This is an optimization exercise on Yosys and OpenROAD, whose aim is small area and a short achievable clock period, not a production implementation. The RTL of this run was laid out without a check of its function. Power is estimated from default activity; no workload was simulated.

$ cat flow/design.v
`timescale 1ns / 1ps
module Compressor(CLK_8,RESET,Pixel,OB,SCLK);
input wire RESET,CLK_8;
input wire [7:0] Pixel;
output wire OB,SCLK;
reg [2:0] ph;
always @(posedge CLK_8)
    if (RESET) ph <= 3'd0;
    else       ph <= ph + 3'd1;
wire E0 = (ph == 3'd0);
wire E7 = (ph == 3'd7);
reg [7:0] Row, Col;
reg [1:0] turn;
reg [3:0] Cnt;
wire [8:0] rc_add = {1'b0,Row} + {1'b0,Col};
wire signed [8:0] rc_sub = {1'b0,Col} - {1'b0,Row};
wire clip_c = (rc_add < 75) | (rc_add > 435) | (rc_sub > 180) | (rc_sub < -180);
wire first_row = (Row == 8'd0);
wire nf_c = first_row & (Col == 8'd0);
wire fp_c = first_row & (Col == 8'd75);
wire tp_c = first_row & (Col == 8'd77);
wire c0 = (Cnt == 4'd0), c1 = (Cnt == 4'd1), c2 = (Cnt == 4'd2), c3 = (Cnt == 4'd3);
wire c6 = (Cnt == 4'd6), c7 = (Cnt == 4'd7), c8 = (Cnt == 4'd8), c9 = (Cnt == 4'd9);
wire vss_c = (~tp_c | c6) & (c0 | c3 | c6 | c7 | c8 | c9);
wire v1_c = c1 | c2 | c7 | c8;
wire v2_c = c7 | c8;
wire uv_c = ~clip_c & (turn != 2'b00);
reg f_clip, f_vc, f_nf, f_x1, f_d1, f_x2, f_d2;
always @(posedge CLK_8)
    if (RESET) begin
        f_clip <= 1'b1; f_vc <= 1'b0; f_nf <= 1'b0;
        f_x1 <= 1'b0; f_d1 <= 1'b0; f_x2 <= 1'b0; f_d2 <= 1'b0;
    end else begin
        f_clip <= clip_c;
        f_vc   <= vss_c & ~clip_c;
        f_nf   <= nf_c;
        f_x1   <= uv_c;
        f_d1   <= uv_c & v1_c & ~fp_c;
        f_x2   <= uv_c & v1_c;
        f_d2   <= uv_c & v2_c & ~tp_c;
    end
always @(posedge CLK_8)
    if (RESET) begin
        Row <= 8'd255; Col <= 8'd254; turn <= 2'b10; Cnt <= 4'd0;
    end else if (E0) begin
        if (turn == 2'b10) begin
            turn <= 2'b00;
            Col <= Col + 8'd1;
            if (Col == 8'd255) Row <= Row + 8'd1;
        end else
            turn <= turn + 2'b01;
        if (~f_clip) Cnt <= (Cnt == 4'd11) ? 4'd0 : Cnt + 4'd1;
    end
reg [7:0] rR, rG, rB;
always @(posedge CLK_8) begin
    if (E0 && turn == 2'b10) rB <= Pixel;
    if (E7 && turn == 2'b01) rR <= Pixel;
    if (E7 && turn == 2'b10) rG <= Pixel;
end
reg [5:0] u1x1, u1x2, v1x1, v1x2;
reg [6:0] u1d, v1d;
reg [6:0] u2x1, u2x2, v2x1, v2x2;
reg [7:0] u2d, v2d;
reg [4:0] y_prev;
reg [7:0] u_prev, v_prev;
reg [11:0] ACY, ACU, ACV;
reg [2:0] NY, NU;
wire isU = (turn == 2'b01);
wire [10:0] ysum = {3'b0,rR} + {2'b0,rG,1'b0} + {3'b0,rB} + 11'd16;
wire [4:0]  yq = ysum[10] ? 5'd31 : ysum[9:5];
wire [9:0]  usum = {2'b0,rR} - {2'b0,rG} + 10'd4;
wire [9:0]  vsum = {2'b0,rG} - {2'b0,rB} + 10'd4;
wire [6:0]  uv7 = isU ? usum[9:3] : vsum[9:3];
wire [5:0]  uvq = (uv7 == 7'd32) ? 6'd31 : uv7[5:0];
reg  [5:0]  P1;
always @(posedge CLK_8) P1 <= (turn == 2'b00) ? {1'b0,yq} : uvq;
wire [5:0] l1x1 = isU ? u1x1 : v1x1;
wire [5:0] l1x2 = isU ? u1x2 : v1x2;
wire [6:0] l1dp = isU ? u1d  : v1d;
wire [6:0] l1dt = {P1[5],P1} + {l1x2[5],l1x2};
wire [5:0] l1dt2 = l1dt[6:1];
reg  [6:0] P2;
always @(posedge CLK_8) P2 <= {l1x1[5],l1x1} - {l1dt2[5],l1dt2};
wire [7:0] l1st = {P2[6],P2} + {l1dp[6],l1dp} + 8'd2;
wire [5:0] l1st4 = l1st[7:2];
reg  [6:0] P3;
always @(posedge CLK_8) P3 <= {l1x2[5],l1x2} + {l1st4[5],l1st4};
wire [6:0] l2x1 = isU ? u2x1 : v2x1;
wire [6:0] l2x2 = isU ? u2x2 : v2x2;
wire [7:0] l2dp = isU ? u2d  : v2d;
wire [7:0] l2dt = {P3[6],P3} + {l2x2[6],l2x2};
wire [6:0] l2dt2 = l2dt[7:1];
reg  [7:0] P4;
always @(posedge CLK_8) P4 <= {l2x1[6],l2x1} - {l2dt2[6],l2dt2};
wire [8:0] l2st = {P4[7],P4} + {l2dp[7],l2dp} + 9'd2;
wire [6:0] l2st4 = l2st[8:2];
reg  [7:0] P5;
always @(posedge CLK_8) P5 <= {l2x2[6],l2x2} + {l2st4[6],l2st4};
wire [7:0] dpcm_in = (turn == 2'b00) ? {3'b000,P1[4:0]} : P5;
reg  [7:0] prev;
always @(*)
    case (turn)
        2'b00:   prev = {3'b000,y_prev};
        2'b01:   prev = u_prev;
        default: prev = v_prev;
    endcase
wire [8:0] diff = {dpcm_in[7],dpcm_in} - {prev[7],prev};
reg  [8:0] P6;
always @(posedge CLK_8) P6 <= diff[8] ? {~diff[7:0],1'b1} : {diff[7:0],1'b0};
reg [11:0] A_in;
reg [2:0]  N_in;
always @(*)
    case (turn)
        2'b00:   begin A_in = ACY; N_in = NY; end
        2'b01:   begin A_in = ACU; N_in = NU; end
        2'b10:   begin A_in = ACV; N_in = NU; end
        default: begin A_in = ACY; N_in = NY; end
    endcase
reg [3:0] leadA;
always @(*)
    casez (A_in)
        12'b1???????????: leadA = 4'd11;
        12'b01??????????: leadA = 4'd10;
        12'b001?????????: leadA = 4'd9;
        12'b0001????????: leadA = 4'd8;
        12'b00001???????: leadA = 4'd7;
        12'b000001??????: leadA = 4'd6;
        12'b0000001?????: leadA = 4'd5;
        12'b00000001????: leadA = 4'd4;
        12'b000000001???: leadA = 4'd3;
        12'b0000000001??: leadA = 4'd2;
        12'b00000000001?: leadA = 4'd1;
        default:          leadA = 4'd0;
    endcase
wire [2:0] leadN = N_in[2] ? 3'd3 : N_in[1] ? 3'd2 : N_in[0] ? 3'd1 : 3'd0;
reg [3:0] Ka;
always @(posedge CLK_8) Ka <= leadA - {1'b0,leadN};
wire [3:0]  Nfull = {N_in,1'b0};
wire [11:0] shN = {8'b0,Nfull} << Ka[1:0];
wire [11:0] ktmp = A_in - shN;
reg [1:0] Kb;
always @(posedge CLK_8)
    if (Ka[3])              Kb <= 2'b00;
    else if (Ka >= 4'd3)    Kb <= 2'b11;
    else if (~ktmp[11] && ktmp != 12'd0) Kb <= Ka[1:0] + 2'b01;
    else                    Kb <= Ka[1:0];
wire [8:0]  quo = P6 >> Kb;
wire [8:0]  forrem = quo << Kb;
wire [2:0]  rem = forrem[2:0] ^ P6[2:0];
wire        esc = (quo > 9'd6);
reg  [15:0] ones;
always @(*)
    case (quo[2:0])
        3'd0: ones = 16'h0000;
        3'd1: ones = 16'h0001;
        3'd2: ones = 16'h0003;
        3'd3: ones = 16'h0007;
        3'd4: ones = 16'h000f;
        3'd5: ones = 16'h001f;
        default: ones = 16'h003f;
    endcase
wire [2:0]  qp1 = quo[2:0] + 3'd1;
wire [15:0] cw2 = ({13'b0,rem} << qp1) | ones;
reg  [15:0] P7cw;
reg  [3:0]  P7lm1;
always @(posedge CLK_8) begin
    P7cw  <= esc ? {P6,7'b1111111} : cw2;
    P7lm1 <= esc ? 4'd15 : ({2'b00,Kb} + quo[3:0]);
end
wire clr = RESET | (E0 & f_nf);
always @(posedge CLK_8)
    if (clr) begin
        u1x1 <= 0; u1x2 <= 0; v1x1 <= 0; v1x2 <= 0; u1d <= 0; v1d <= 0;
        u2x1 <= 0; u2x2 <= 0; v2x1 <= 0; v2x2 <= 0; u2d <= 0; v2d <= 0;
        y_prev <= 0; u_prev <= 0; v_prev <= 0;
        ACY <= 0; ACU <= 0; ACV <= 0; NY <= 0; NU <= 0;
    end else if (E0) begin
        if (f_x1) begin
            if (isU) begin u1x2 <= u1x1; u1x1 <= P1; end
            else     begin v1x2 <= v1x1; v1x1 <= P1; end
        end
        if (f_d1) begin
            if (isU) u1d <= P2; else v1d <= P2;
        end
        if (f_x2) begin
            if (isU) begin u2x2 <= u2x1; u2x1 <= P3; end
            else     begin v2x2 <= v2x1; v2x1 <= P3; end
        end
        if (f_d2) begin
            if (isU) u2d <= P4; else v2d <= P4;
        end
        if (f_vc) begin
            case (turn)
                2'b00: begin
                    y_prev <= P1[4:0];
                    if (NY == 3'b111) begin NY <= 3'b011; ACY <= {1'b0,ACY[11:1]}; end
                    else begin ACY <= ACY + {3'b0,P6}; NY <= NY + 3'd1; end
                end
                2'b01: begin
                    u_prev <= P5;
                    if (NU == 3'b111) ACU <= {1'b0,ACU[11:1]};
                    else ACU <= ACU + {3'b0,P6};
                end
                2'b10: begin
                    v_prev <= P5;
                    if (NU == 3'b111) begin NU <= 3'b011; ACV <= {1'b0,ACV[11:1]}; end
                    else begin ACV <= ACV + {3'b0,P6}; NU <= NU + 3'd1; end
                end
                default: ;
            endcase
        end
    end
reg [39:0] fifo;
reg [5:0]  sreg;    
reg        nz;      
wire push = E0 & f_vc;
wire [39:0] shifted = {24'b0,P7cw} << sreg;
always @(posedge CLK_8)
    if (RESET) begin
        fifo <= 40'b0; sreg <= 6'd0; nz <= 1'b0;
    end else begin
        fifo <= {1'b0,fifo[39:1]} | (push ? shifted : 40'b0);
        if (push) begin
            sreg <= sreg + {2'b00,P7lm1};
            nz   <= 1'b1;
        end else begin
            sreg <= (sreg == 6'd0) ? 6'd0 : sreg - 6'd1;
            nz   <= (sreg != 6'd0);
        end
    end
assign OB = fifo[0];
assign SCLK = nz;
endmodule
$ cat flow/run.sh
#!/bin/bash
# synth_recipe.tcl (not shown) runs the flow's synth.tcl, then flattens the netlist and writes it again
# the make line also repeats each setting of config.mk as NAME=value (left out here)
make -C /OpenROAD-flow-scripts/flow DESIGN_CONFIG=/design/flow/config.mk WORK_HOME=/design/flow/orfs CLKGATE_MAP_FILE= SYNTH_SCRIPT=/design/flow/synth_recipe.tcl finish
$ cat flow/config.mk
export PLATFORM = sky130hd
export DESIGN_NAME = Compressor
export DESIGN_NICKNAME = Compressor
export VERILOG_FILES = /design/flow/design.v
export SDC_FILE = /design/flow/constraint.sdc
export NUM_CORES = 4
export LEC_CHECK = 0
export CAP_MARGIN = 20
export CORE_MARGIN = 2
export CORE_UTILIZATION = 40
export SLEW_MARGIN = 20
$ cat flow/constraint.sdc
create_clock -name core_clock -period 16.0 [get_ports {CLK_8}]
set_input_delay 3.2000 -clock core_clock [delete_from_list [all_inputs] [get_ports {CLK_8}]]
set_output_delay 3.2000 -clock core_clock [all_outputs]
set_load 0.01 [all_outputs]
==> notes.md <==
area by class of cell:
cell class	instances	area (µm²)
fillers	4818	27360
well taps	664	830.8
flip-flops and latches	319	6626
multi-input cells	1768	12140
clock buffers	49	1031
repair buffers	23	195.2
clock inverters	18	166.4
inverters	133	499.2
metrics by stage:
step	cell area, µm²	instances	util (%)
2_1_floorplan	19730	2336	-
3_3_place_gp	20290	2907	41.54
3_5_place_dp	20290	2907	41.54
4_1_cts	21490	2974	43.99
5_1_grt	21490	2974	43.99
6_report	21490	2974	43.99
where the power goes:
group | internal, µW | switching, µW
registers | 931 | 172
logic | 571 | 764
clock network | 490 | 349
total | 1990 | 1280
sequential cells by signal (all words and copies together), names as in the netlist, 8 cells and up:
name,count
v_prev,8
ACY,12
v2d,8
ACU,12
fifo,40
P5,8
P4,8
rB,8
Row,8
u_prev,8
u2d,8
P7cw,16
rR,8
P6,9
rG,8
ACV,12
Col,8
cell families (layout without fill, tap and decap cells):
family | after synthesis | after routing
xor gates and xnor gates | 97 | 97
buffers and inverters | 249 | 223
DFF | 319 | 319
AOI/OAI and AO/OA | 583 | 583
and+or+nand+nor | 762 | 762
muxes | 115 | 115
adders and majority gates | 211 | 211
worst reg2reg max path, cell delays in order (launching register included):
cell,delay [ns]
dfxtp_1,0.40
inv_1,0.12
ha_1,0.29
buf_4,0.36
mux4_2,0.59
a22oi_1,0.21
ha_1,0.36
or3b_2,0.19
o2111ai_1,0.10
a311o_1,0.33
or4_1,0.49
a211oi_1,0.34
a41oi_2,0.21
mux2i_1,0.16
a21oi_1,0.22
routing by layer:
metal | vias to the layer above | track usage [%] | share of wire, %
met3 | 74 | 2.862 | 4.5
met5 | - | 0 | 0
met4 | 0 | 5.560 | 2.1
li1 | 8088 | - | -
met1 | 7556 | 24.65 | 47
met2 | 313 | 31.91 | 47
final timing paths:
check	endpoint	depth (start not counted)	from
setup / recovery	u1d[2]$_SDFFE_PP0P_	6	RESET
hold / removal	Kb[0]$_SDFF_PP0_	1	Ka[3]$_DFF_P_
setup reg to reg	Kb[1]$_SDFF_PP0_	14	turn[0]$_SDFFE_PP0N_
hold reg to reg	Kb[0]$_SDFF_PP0_	1	Ka[3]$_DFF_P_
synthesized netlist by cell type, types with 17 or more instances:
master / instances
ha_1: 186
fa_1: 23
o211ai_1: 18
mux2_2: 57
and3_1: 26
clkbuf_1: 102
dfxtp_1: 295
xor2_1: 37
inv_1: 130
nor2_1: 166
a211oi_1: 34
nand2b_1: 27
a21o_1: 27
o21ai_0: 85
mux2i_1: 52
o21a_1: 17
nand3_1: 32
nor2b_1: 46
nand2_1: 331
edfxtp_1: 24
a21oi_1: 243
xnor2_1: 60
nor3_1: 57
a22oi_1: 25
==> impl_metrics.env <==
export IMPL_outcome="finished clean"
export IMPL_crit_buf_inv=4
export IMPL_clock_skew_ns=0.01833
export IMPL_grt_overflow_total=0
export IMPL_path_common_cell="buf_4"
export IMPL_grt_pass1_vias=15789
export IMPL_final_common_cell="nand2_1"
export IMPL_clkSinkCount=319
export IMPL_crit_fanout=100
export IMPL_row_count=81
export IMPL_clockBufferDepth=3
export IMPL_final_cell_mix="nand2_1, dfxtp_1, a21oi_1"
export IMPL_synth_area_leaders="dfxtp_1, ha_1, nand2_1"
export IMPL_dr_pass1_iters=6
export IMPL_cap_violations=0
export IMPL_cts_tree="done"
export IMPL_worstPathCellList="buf_2, buf_4, clkinv_1, nand2_4, buf_4, a21oi_1"
export IMPL_min_period_over_period_pct=35.82
export IMPL_ys_ff_latch=319
export IMPL_antenna_left=0
export IMPL_drc=0
export IMPL_antenna_cells=0
export IMPL_route_vias_total=16031
export IMPL_synth_simple_gate_area_share_pct=17.65
export IMPL_first_iter_violations=918
export IMPL_nets=2501
export IMPL_cts_setup_buffers=0
export IMPL_holdWs_ns=0.4218
export IMPL_drive_gt1_share_pct=6.753
export IMPL_finalCriticalPeriod_ns=5.731
export IMPL_hold_violations=0
export IMPL_critical_path_slowest_cell="buf_4"
export IMPL_dieWidth_um=226.1
export IMPL_synth_top_cell_by_area="dfxtp_1"
export IMPL_worst_setup_path_type="in -> reg"
export IMPL_netlist_instances=2336
export IMPL_async_flop_share_pct=0
export IMPL_setup_viol=0
export IMPL_initial_core_util_pct=40.39
export IMPL_cts_root_buf="clkbuf_16"
export IMPL_post_cts_resize_count=0
export IMPL_synth_top_family_by_area="compound AO/OA/AOI/OAI gates"
export IMPL_cp_arrival_ns=6.11
export IMPL_synth_top_area_share_pct=29.93
export IMPL_h_tree_depth=2
export IMPL_grtUsageTotal_pct=18.80
export IMPL_numCtsBuffers=37
export IMPL_synth_seq_area_share_pct=33.58
export IMPL_place_congestion=0.8519
export IMPL_critPathLaunchType="primary input"
export IMPL_synthXorXnorAreaFrac_pct=4.306
export IMPL_max_vdd_ir_drop_mv=0.1152
export IMPL_viasPerCell=5.390
export IMPL_dp_hpwl_um=33460
export IMPL_core_mm2=0.04885
export IMPL_regToRegSetupSlack_ns=11.55
export IMPL_synth_compound_area_share_pct=18.69
export IMPL_wl_per_cell_um=15.90
export IMPL_p_leak_uw=0.008758
export IMPL_rsz0062_at_grt="no"
export IMPL_total_power_uw=3276
export IMPL_setup_ws_ns=10.27
export IMPL_post_place_ws_ns=9.704
export IMPL_crit_family="buffers and inverters"
export IMPL_dieArea_mm2=0.05112
export IMPL_die_h_um=226.1
export IMPL_synth_fa_ha_area_share_pct=14.24
export IMPL_slew_viol_final=0
export IMPL_antenna_found_initial=0
export IMPL_cpPeakStageDelay_ns=0.89
export IMPL_timing_fmax_ghz=0.1745
export IMPL_hold_buffers=0
export IMPL_synth_edf_count=24
export IMPL_clkTransAtPathRegs_ns=0.06
export IMPL_wirelength_um=47270
export IMPL_insertion_delay_ns=0.56
export IMPL_tightest_slew_ns=1.074
export IMPL_ys_types=83
export IMPL_ys_warn_count=1
export IMPL_grt_pass1_wl_um=78620
export IMPL_hp_class="reg -> reg"
export IMPL_slew_headroom_pct=28.38
export IMPL_portBuffers=11
export IMPL_synth_nets=2555
export IMPL_yosys_most_used_dff="dfxtp_1"
export IMPL_area_growth_pct=8.916
export IMPL_synth_mux_area_share_pct=6.538
export IMPL_crit_required_ns=16.38
export IMPL_end_kind="flip-flop"
export IMPL_power_density_mw_per_mm2=152.5
export IMPL_synth_area_mm2=0.01973
export IMPL_synth_area_per_cell_um2=8.446
export IMPL_setup_tns_final_ns=0
export IMPL_grt_max_degree=101
export IMPL_ioPinCount=12

-- static timing again, ports no longer ideal --
Ports are ideal in the flow. The routed layout listed here was re-timed in OpenROAD.
Step 1 sets driving cells, clkbuf_16 on the clock port and buf_2 on the other inputs (assumed; they add their load-dependent delay and slew).
Step 2 moves the port delays by t, midway between the first and last clock arrival at a register: inputs arrive t later, outputs are due t later. That takes back most of the time a late clock gives input paths.
Three values: ideal, step 1, step 2; two values: the first two.
t (ns): 0.603
slack for setup (ns): 10.269 / 10.299 / 9.696
cell pins on the clock port's net: 1
After both steps this run still meets setup and hold. For this run, drivers alone change the setup slack by +0.030 ns; drivers and shift together by -0.573 ns.
